Background: an optimization exercise with open tools, aiming at small area. Do not read the settings as production practice. Where RTL was checked, it was by simulation tests only, not by an equivalence proof against the original. Power is estimated from default activity; no workload was simulated.

// router_top
module router_top(clock,resetn,read_enb_0,read_enb_1,read_enb_2,pkt_valid,data_in,data_out_0,data_out_1,data_out_2,vld_out_0,vld_out_1,vld_out_2,err,busy);
For scale: about 970 cells after synthesis, about 460 flip-flops, about 17000 µm² of cells after synthesis.
Settings: LEC_CHECK=0, CAP_MARGIN=20, CORE_MARGIN=2, CORE_UTILIZATION=60, CTS_BUF_LIST=sky130_fd_sc_hd__clkbuf_16, CTS_CLUSTER_DIAMETER=100, CTS_CLUSTER_SIZE=30, PLACE_DENSITY=0.7, SLEW_MARGIN=20, SYNTH_HIERARCHICAL=1; clock period 5.0 ns.
standard.sh (not shown) runs the stock make flow with config.mk's settings and CLKGATE_MAP_FILE= SYNTH_SCRIPT=/design/flow/synth_recipe.tcl, a recipe that flattens the netlist after the stock synthesis.
==> flow/flow/run.sh <==
#!/bin/bash
# Own layout flow: the standard ORFS flow, with the ports buffered by the
# smallest buffer and a clock tree built without dummy loads. Make's output
# goes to flow_make.log; ORFS writes each step's log under orfs/logs/.
set -euo pipefail
CTS_ARGS="-sink_clustering_enable -repair_clock_nets -dont_use_dummy_load"
CTS_ARGS="$CTS_ARGS -buf_list sky130_fd_sc_hd__clkbuf_8"
CTS_ARGS="$CTS_ARGS -sink_clustering_size 20 -sink_clustering_max_diameter 80"
bash standard.sh "CTS_ARGS=$CTS_ARGS" \
  "BUFFER_PORTS_ARGS=-buffer_cell sky130_fd_sc_hd__buf_1" \
  RECOVER_POWER=100 finish > flow_make.log 2>&1
The baseline produced a layout that fails on capacitance limit, slew limit.
Edit:
--- a/flow/flow/run.sh
+++ b/flow/flow/run.sh
@@ -11 +11 @@
-  RECOVER_POWER=100 finish > flow_make.log 2>&1
+  finish > flow_make.log 2>&1
Outcome: Now the flow passed the timing, design-rule and antenna checks; non-clock buffer count is unchanged; wire length hardly moves; cell area went up by 0.56%; maximum frequency rises by 8.5%; worst hold slack barely changes; sequential cell count does not change; combinational power is about the same; setup slack improved by 0.29 ns; utilization rises by 0.36 points; power stays flat.

* * *

The RTL this note starts from:
==> flow/design.v <==
module router_aoi222(input a1, a2, b1, b2, c1, c2, output y);
assign y = ~((a1 & a2) | (b1 & b2) | (c1 & c2));
endmodule
module router_nand5(input a, b, c, d, e, output y);
assign y = ~(a & b & c & d & e);
endmodule
module router_top(clock,resetn,read_enb_0,read_enb_1,read_enb_2,pkt_valid,data_in,data_out_0,data_out_1,data_out_2,vld_out_0,vld_out_1,vld_out_2,err,busy);
input clock,resetn,read_enb_0,read_enb_1,read_enb_2,pkt_valid;
input [7:0] data_in;
output [7:0] data_out_0,data_out_1,data_out_2;
output vld_out_0,vld_out_1,vld_out_2;
output reg err;
output busy;
localparam DECODER_ADDRESS    = 3'b000,
           WAIT_TILL_EMPTY    = 3'b001,
           LOAD_FIRST_DATA    = 3'b010,
           LOAD_DATA          = 3'b011,
           FIFO_FULL_STATE    = 3'b100,
           LOAD_AFTER_FULL    = 3'b101,
           LOAD_PARITY        = 3'b110,
           CHECK_PARITY_ERROR = 3'b111;
reg [2:0] state, next_state;
reg [1:0] addr, temp;
reg parity_done, low_pkt_valid, zero_par;
reg [7:0] dout, par;
wire [2:0] empty, full, soft_reset;
wire sr_any = |soft_reset;
wire s_dec  = (state == DECODER_ADDRESS);
wire s_wait = (state == WAIT_TILL_EMPTY);
wire s_lfd  = (state == LOAD_FIRST_DATA);
wire s_ld   = (state == LOAD_DATA);
wire s_full = (state == FIFO_FULL_STATE);
wire s_laf  = (state == LOAD_AFTER_FULL);
wire s_lp   = (state == LOAD_PARITY);
wire s_chk  = (state == CHECK_PARITY_ERROR);
reg fifo_full;
always @(*)
  case (temp)
    2'd0: fifo_full = full[0];
    2'd1: fifo_full = full[1];
    2'd2: fifo_full = full[2];
    default: fifo_full = 1'b0;
  endcase
reg empty_in, empty_addr;
always @(*) begin
  case (data_in[1:0])
    2'd0: empty_in = empty[0];
    2'd1: empty_in = empty[1];
    2'd2: empty_in = empty[2];
    default: empty_in = 1'b0;
  endcase
  case (addr)
    2'd0: empty_addr = empty[0];
    2'd1: empty_addr = empty[1];
    2'd2: empty_addr = empty[2];
    default: empty_addr = 1'b0;
  endcase
end
wire hdr_ok = pkt_valid & (data_in[1:0] != 2'b11);
always @(*) begin
  next_state = DECODER_ADDRESS;
  case (state)
    DECODER_ADDRESS:    next_state = hdr_ok ? (empty_in ? LOAD_FIRST_DATA : WAIT_TILL_EMPTY) : DECODER_ADDRESS;
    WAIT_TILL_EMPTY:    next_state = empty_addr ? LOAD_FIRST_DATA : WAIT_TILL_EMPTY;
    LOAD_FIRST_DATA:    next_state = LOAD_DATA;
    LOAD_DATA:          next_state = fifo_full ? FIFO_FULL_STATE : (pkt_valid ? LOAD_DATA : LOAD_PARITY);
    FIFO_FULL_STATE:    next_state = fifo_full ? FIFO_FULL_STATE : LOAD_AFTER_FULL;
    LOAD_AFTER_FULL:    next_state = parity_done ? DECODER_ADDRESS : (low_pkt_valid ? LOAD_PARITY : LOAD_DATA);
    LOAD_PARITY:        next_state = CHECK_PARITY_ERROR;
    CHECK_PARITY_ERROR: next_state = fifo_full ? FIFO_FULL_STATE : DECODER_ADDRESS;
  endcase
end
always @(posedge clock) begin
  if (!resetn || sr_any) begin
    state <= DECODER_ADDRESS;
    addr <= 2'b00;
  end else begin
    state <= next_state;
    addr <= data_in[1:0];
  end
end
always @(posedge clock)
  if (!resetn)
    temp <= 2'b00;
  else if (s_dec)
    temp <= data_in[1:0];
always @(posedge clock)
  if (!resetn)
    parity_done <= 1'b0;
  else
    parity_done <= (s_ld & ~fifo_full & ~pkt_valid) | (s_full & low_pkt_valid & ~parity_done);
always @(posedge clock)
  if (!resetn)
    low_pkt_valid <= 1'b0;
  else if (s_ld & ~pkt_valid)
    low_pkt_valid <= 1'b1;
always @(posedge clock)
  zero_par <= ~resetn | s_dec | s_wait;
always @(posedge clock)
  if (s_dec)
    par <= data_in;
  else if (s_ld)
    par <= par ^ data_in;
always @(posedge clock)
  err <= ~parity_done & ~zero_par & (|par);
always @(posedge clock)
  if (!(s_wait | s_lfd | s_laf | (s_full & ~fifo_full)))
    dout <= data_in;
assign busy = ~(s_dec | s_ld);
wire wr_any = (s_ld | s_lp | s_laf) & ~fifo_full;
wire [7:0] dout_q [0:2];
wire [2:0] read_enb = {read_enb_2, read_enb_1, read_enb_0};
genvar gi, gk, gb;
generate
  for (gi = 0; gi < 3; gi = gi + 1) begin : fifo
    reg [3:0] wr_ptr, lvl;
    reg [5:0] count;
    reg sr;
    reg [7:0] mem [0:14];
    reg [7:0] q;
    wire we = wr_any & (temp == gi);
    wire re = read_enb[gi];
    wire emp = (lvl == 4'd15);
    wire rd = re & ~emp;
    wire clr = ~resetn | sr;
    integer k;
    assign empty[gi] = emp;
    assign full[gi] = (wr_ptr == 4'd15) & (lvl == 4'd14);
    assign soft_reset[gi] = sr;
    assign dout_q[gi] = q;
    always @(posedge clock)
      if (we) begin
        mem[0] <= dout;
        for (k = 1; k < 15; k = k + 1)
          mem[k] <= mem[k-1];
      end
    always @(posedge clock)
      if (clr) begin
        wr_ptr <= 4'd0;
        lvl <= 4'd15;
      end else begin
        if (we)
          wr_ptr <= wr_ptr + 4'd1;
        if (we & ~rd)
          lvl <= lvl + 4'd1;
        else if (rd & ~we)
          lvl <= lvl - 4'd1;
      end
    wire [14:0] sel;
    for (gk = 0; gk < 15; gk = gk + 1) begin : dec
      assign sel[gk] = (lvl == gk) & ~clr;
    end
    wire [7:0] rdata;
    for (gb = 0; gb < 8; gb = gb + 1) begin : rbit
      wire [4:0] y;
      for (gk = 0; gk < 5; gk = gk + 1) begin : grp
        router_aoi222 g(.a1(sel[3*gk]), .a2(mem[3*gk][gb]),
                        .b1(sel[3*gk+1]), .b2(mem[3*gk+1][gb]),
                        .c1(sel[3*gk+2]), .c2(mem[3*gk+2][gb]), .y(y[gk]));
      end
      router_nand5 n(.a(y[0]), .b(y[1]), .c(y[2]), .d(y[3]), .e(y[4]), .y(rdata[gb]));
    end
    always @(posedge clock)
      if (clr | rd)
        q <= rdata;
    always @(posedge clock)
      if (!resetn) begin
        count <= 6'd0;
        sr <= 1'b0;
      end else if (!emp) begin
        if (!re && count == 6'd29) begin
          sr <= 1'b1;
          count <= 6'd0;
        end else begin
          sr <= 1'b0;
          count <= count + 6'd1;
        end
      end else
        sr <= 1'b0;
  end
endgenerate
assign data_out_0 = dout_q[0];
assign data_out_1 = dout_q[1];
assign data_out_2 = dout_q[2];
assign vld_out_0 = ~empty[0];
assign vld_out_1 = ~empty[1];
assign vld_out_2 = ~empty[2];
endmodule
Settings: LEC_CHECK=0, CAP_MARGIN=20, CORE_MARGIN=2, CORE_UTILIZATION=60, CTS_BUF_LIST=sky130_fd_sc_hd__clkbuf_16, CTS_CLUSTER_DIAMETER=100, CTS_CLUSTER_SIZE=30, PLACE_DENSITY=0.7, SLEW_MARGIN=20, SYNTH_HIERARCHICAL=1; clock period 5.0 ns.
==> flow/flow/run.sh <==
#!/bin/bash
# Own layout flow: the standard ORFS flow, with the ports buffered by the
# smallest buffer and a clock tree built without dummy loads. Make's output
# goes to flow_make.log; ORFS writes each step's log under orfs/logs/.
set -euo pipefail
CTS_ARGS="-sink_clustering_enable -repair_clock_nets -dont_use_dummy_load"
CTS_ARGS="$CTS_ARGS -buf_list sky130_fd_sc_hd__clkbuf_8"
CTS_ARGS="$CTS_ARGS -sink_clustering_size 18 -sink_clustering_max_diameter 70"
bash standard.sh "CTS_ARGS=$CTS_ARGS" \
  "BUFFER_PORTS_ARGS=-buffer_cell sky130_fd_sc_hd__buf_1" \
  finish > flow_make.log 2>&1
==> next run, changes <==
==> flow/run.sh (new file) <==
#!/bin/bash
# synth_recipe.tcl (not shown) runs the flow's synth.tcl, then flattens the netlist and writes it again
# the make line also repeats each setting of config.mk as NAME=value (left out here)
make -C /OpenROAD-flow-scripts/flow DESIGN_CONFIG=/design/flow/config.mk WORK_HOME=/design/flow/orfs CLKGATE_MAP_FILE= SYNTH_SCRIPT=/design/flow/synth_recipe.tcl finish
removed: flow/flow/run.sh
removed: flow/standard.sh
Clock power grows by about a fifth.
Design area grows by a few percent.
Worst setup slack got worse by 0.28 ns.
Combinational power grows by roughly a tenth.
Via count falls slightly.
==> next run, changes <==
==> flow/flow/run.sh (new file) <==
#!/bin/bash
# Own layout flow: the standard ORFS flow, with the ports buffered by the
# smallest buffer and a clock tree built without dummy loads. Make's output
# goes to flow_make.log; ORFS writes each step's log under orfs/logs/.
set -euo pipefail
CTS_ARGS="-sink_clustering_enable -repair_clock_nets -dont_use_dummy_load"
CTS_ARGS="$CTS_ARGS -buf_list sky130_fd_sc_hd__clkbuf_8"
CTS_ARGS="$CTS_ARGS -sink_clustering_size 20 -sink_clustering_max_diameter 80"
bash standard.sh "CTS_ARGS=$CTS_ARGS" \
  "BUFFER_PORTS_ARGS=-buffer_cell sky130_fd_sc_hd__buf_1" \
  finish > flow_make.log 2>&1
==> flow/standard.sh (new file) <==
#!/bin/bash
# synth_recipe.tcl (not shown) runs the flow's synth.tcl, then flattens the netlist and writes it again
# the make line also repeats each setting of config.mk as NAME=value (left out here)
make -C /OpenROAD-flow-scripts/flow DESIGN_CONFIG=/design/flow/config.mk WORK_HOME=/design/flow/orfs CLKGATE_MAP_FILE= SYNTH_SCRIPT=/design/flow/synth_recipe.tcl "${@:-finish}"
removed: flow/run.sh
The changed run finished with timing, DRC and antenna clean.
Non-clock buffer count drops by 1.
Power drops by a few percent.
Hold slack gets better by 0.012 ns.
First-iteration DRC count climbs by a few percent.
Clock skew climbs by 0.020 ns.
Routed wire length drops slightly.
Clock-buffer cell count climbs by 7.
Global-route usage is about the same.
Setup slack gets better by 0.38 ns.

* * *

Another version of the RTL of router_top (not shown whole).
Size in the first run: ~1000 cells after synthesis, about 460 flip-flops, roughly 43 I/O pins.
clock: 5.0 ns
lec_check: 0
cap_margin: 5
core_margin: 2
core_utilization: 60
place_density: 0.7
slew_margin: 5
synth_hierarchical: 1
==> flow/flow/run.sh <==
#!/bin/bash
# Own layout flow: the standard ORFS flow, with the ports buffered by the
# smallest buffer and a clock tree built without dummy loads. Make's output
# goes to flow_make.log; ORFS writes each step's log under orfs/logs/.
set -euo pipefail
CTS_ARGS="-sink_clustering_enable -repair_clock_nets -dont_use_dummy_load"
CTS_ARGS="$CTS_ARGS -buf_list sky130_fd_sc_hd__clkbuf_8"
CTS_ARGS="$CTS_ARGS -sink_clustering_size 20 -sink_clustering_max_diameter 80"
bash standard.sh "CTS_ARGS=$CTS_ARGS" \
  "BUFFER_PORTS_ARGS=-buffer_cell sky130_fd_sc_hd__buf_1" \
  finish > flow_make.log 2>&1
Next try:
Settings changed: CAP_MARGIN 5 to 20, CORE_UTILIZATION 60 to 70, PLACE_DENSITY 0.7 to 0.8, SLEW_MARGIN 5 to 20.
Outcome: The changed run completed with no timing, DRC or antenna violations; final area fell slightly; register-to-register slack gets better by 0.12 ns; sequential cell count does not change; utilization rose by 11 points.

* * *

== build 20 ==
router_top, a different RTL version from the one above (not shown whole).
Size in the first run: ~1100 cells after synthesis, about 460 flip-flops, about 18000 um^2 of cells after synthesis.
clock: 5.0 ns
lec_check: 0
cap_margin: 20
core_margin: 2
core_utilization: 60
cts_buf_list: sky130_fd_sc_hd__clkbuf_16
cts_cluster_diameter: 100
cts_cluster_size: 30
place_density: 0.7
slew_margin: 20
run.sh (not shown) runs the stock make flow with config.mk's settings and CLKGATE_MAP_FILE= SYNTH_SCRIPT=/design/flow/synth_recipe.tcl, a recipe that flattens the netlist after the stock synthesis.
Stock flow here: none of the scripts above is used.
Build 20 reached the final stage; the timing, design-rule and antenna checks on its layout passed.
The inputs of trial 17 differ from those of build 20 as listed below.
- CTS_CLUSTER_SIZE now 16, was 30
- CTS_CLUSTER_DIAMETER now 60, was 100
- CTS_BUF_LIST now sky130_fd_sc_hd__clkbuf_8, was sky130_fd_sc_hd__clkbuf_16
[summary]
Sort build 20 and trial 17 by clock share of power, descending, and trial 17 comes first.
Compared to build 20, trial 17 has met3 track demand over resource 1.3 points higher.
The synthesized netlist net count was comparable across build 20 and trial 17.
Higher global-route usage among build 20 and trial 17: trial 17
No run of this note included a check of the RTL's function; only the layout flow was run.

## static timing again, ports no longer ideal
No port has a modelled driver above. Below, the same layouts with a new extraction and two added sets of constraints.
Step 1, drivers: a clkbuf_16 drives clock and a buf_2 each remaining input, both assumed.
Step 2 also shifts input and output timing later by t, the mid clock arrival at the registers, as if the neighbouring blocks saw the same clock.
a / b / c = no drivers / after step 1 / after step 2; a / b = the first two.
run | t (ns) | setup slack, ns | worst setup path at the end
the first run of note 1 | 0.627 | 1.288 / 1.288 / 0.991 | input to register
the second run of note 1 | 0.629 | 1.578 / 1.591 / 0.963 | input to register
the first run of note 2 | 0.619 | 1.667 / 1.690 / 1.071 | input to register
the second run of note 2 | 0.573 | 1.390 / 1.415 / 0.842 | input to register
the third run of note 2 | 0.629 | 1.770 / 1.787 / 1.166 | input to register
the first run of note 3 | 0.629 | 1.828 / 1.828 / 1.299 | input to register
the second run of note 3 | 0.626 | 1.948 / 1.931 / 1.430 | input to register
build 20 | 0.565 | 1.318 / 1.318 / 1.318 | register to register
trial 17 | 0.589 | 1.365 / 1.365 / 1.340 | input to register
The setup slack of the second run of note 1, which loses most, moves by +0.013 ns with the drivers and by -0.615 ns with both steps.
